From an optimization exercise on the open Yosys and OpenROAD flow, aimed at small area, a short achievable clock period and few clock cycles per item; shortcuts taken in it are not production practice.
No driver is modelled on the clock port, so clocking that relies on it looks cheaper here than on a real chip.

Design skinny_top, start of the top module:
module skinny_top (
    input               clock,
    input               reset,
    input               start,
    input [7:0]         input_plaintext,
    input [23:0]        input_tweakey,
    output              ready,
    output              done,
    output [127:0]      ciphertext
);
    reg [127:0] st;      
    reg  [383:0] tkv;
    wire [383:0] tk = tkv ^ 384'hbc61bc439e4fbc65434365bc61bc439e4fbc64b2c1cbc93665599b4dbc64b2c1cbd936240fc99bf09268e1cbd136240f;
    reg         loading;
    reg         busy;
    reg [5:0]   rc;      
    reg         done_r;
    reg         ready_r;
    reg         idle_n;      
    wire last = (rc == 6'h0A);    
    wire beat15 = (rc == 6'h00);
    assign ready      = ready_r;
    assign done       = done_r;
    assign ciphertext = st;
    reg loading_n, busy_n;
    always @(*) begin
        loading_n = loading;
        busy_n    = busy;
        if (loading) begin
            if (beat15) begin
                loading_n = 1'b0;
                busy_n    = 1'b1;
            end
        end else if (busy) begin
            if (last)
                busy_n = 1'b0;
        end else if (start) begin
            loading_n = 1'b1;
        end
    end
    always @(posedge clock or posedge reset) begin
        if (reset) begin
  ...
Size in the first run: about 1,900 cells after synthesis, about 520 flip-flops, roughly 170 I/O pins, about 20,000 um^2 of cells after synthesis.
clock: 10.0 ns
lec_check: 0
cap_margin: 20
core_margin: 2
core_utilization: 60
cts_cluster_diameter: 120
cts_cluster_size: 24
slew_margin: 20
standard.sh (not shown) runs the stock make flow with config.mk's settings and CLKGATE_MAP_FILE= SYNTH_SCRIPT=/design/flow/synth_recipe.tcl, a recipe that flattens the netlist after the stock synthesis.
==> flow/flow/run.sh <==
#!/bin/bash
# Standard ORFS layout (the standard.sh), with the resizer asked to aim for
# a setup slack margin of 6.9 ns, so it works the critical paths harder.
set -euo pipefail
bash standard.sh SETUP_SLACK_MARGIN=6.9 POST_CTS_TCL=$PWD/flow/post_cts.tcl PRE_GLOBAL_ROUTE_TCL=$PWD/flow/pre_grt.tcl POST_GLOBAL_ROUTE_TCL=$PWD/flow/post_grt.tcl GRT_MARGIN=6.95 RECOVER_MARGIN=7.0 SETUP_MOVE_SEQUENCE=unbuffer,sizeup,swap 'BUFFER_PORTS_ARGS=-buffer_cell sky130_fd_sc_hd__buf_1' finish > standard_flow.log 2>&1
==> flow/flow/post_cts.tcl <==
set block [ord::get_db_block]
set root [$block findInst clkbuf_0_clock]
if { $root != "NULL" } {
  set in_net [[$root findITerm A] getNet]
  set out_net [[$root findITerm X] getNet]
  set loads {}
  foreach it [$out_net getITerms] {
    if { [$it getInst] != $root } { lappend loads $it }
  }
  if { [llength $loads] <= 4 } {
    foreach it $loads {
      $it disconnect
      $it connect $in_net
    }
    odb::dbInst_destroy $root
    odb::dbNet_destroy $out_net
    puts "post_cts: clock port now drives [llength $loads] clock buffers directly"
  } else {
    puts "post_cts: root buffer drives [llength $loads] cells, left in place"
  }
}
if { [info exists ::env(RECOVER_MARGIN)] } {
  estimate_parasitics -placement
  set_clock_uncertainty -setup $::env(RECOVER_MARGIN) [all_clocks]
  report_worst_slack -max
  report_design_area
  repair_timing -recover_power 100
  report_worst_slack -max
  report_design_area
  set_clock_uncertainty -setup 0 [all_clocks]
  detailed_placement
  check_placement -verbose
}
==> flow/flow/post_grt.tcl <==
# Take away the temporary setup uncertainty set by pre_grt.tcl.
if { [info exists ::env(GRT_MARGIN)] } {
  set_clock_uncertainty -setup 0 [all_clocks]
  report_worst_slack -max
  report_design_area
}
==> flow/flow/pre_grt.tcl <==
# Before global route: express the resizer's setup margin as a temporary
# clock uncertainty, so that the power-recovery step that follows the timing
# repair (RECOVER_POWER) keeps the same margin.  post_grt.tcl removes it.
if { [info exists ::env(GRT_MARGIN)] } {
  set ::env(SETUP_SLACK_MARGIN) 0
  set ::env(RECOVER_POWER) 100
  set_clock_uncertainty -setup $::env(GRT_MARGIN) [all_clocks]
  puts "pre_grt: setup uncertainty $::env(GRT_MARGIN) while repairing"
}
The starting point went through all stages and came out clean.
Change:
CORE_UTILIZATION = 55   (was 60)
What happened: Setup slack degrades by 16 ps; worst hold slack barely changes; flip-flop and latch count stays the same; die area went up by about 9%.
No run of this note included a check of the RTL's function; only the layout flow was run.

what the ideal ports hide:
Ports are ideal in the flow. The routed layouts listed here were re-timed in OpenROAD. Step 1 sets driving cells, clkbuf_16 on the clock port and buf_2 on the other inputs (assumed; they add their load-dependent delay and slew). Step 2 times the ports against the registers' clock, not the clock port: input delays grow and output delays shrink by t, the midpoint of the rising clock arrivals with the driver on. Three values: ideal, step 1, step 2; two values: the first two.
| run | t (ns) | setup slack, ns | hold slack, ns | slew at the worst register clock pin (ns) | pins driven straight from the clock port |
|---|---|---|---|---|---|
| the first run | 0.489 | 6.979 / 6.929 / 6.979 | 0.441 / 0.441 / 0.441 | 0.11 / 0.11 | 2 |
| the second run | 0.495 | 6.963 / 6.895 / 7.051 | 0.442 / 0.442 / 0.442 | 0.11 / 0.11 | 2 |
After both steps every run listed still meets setup and hold.
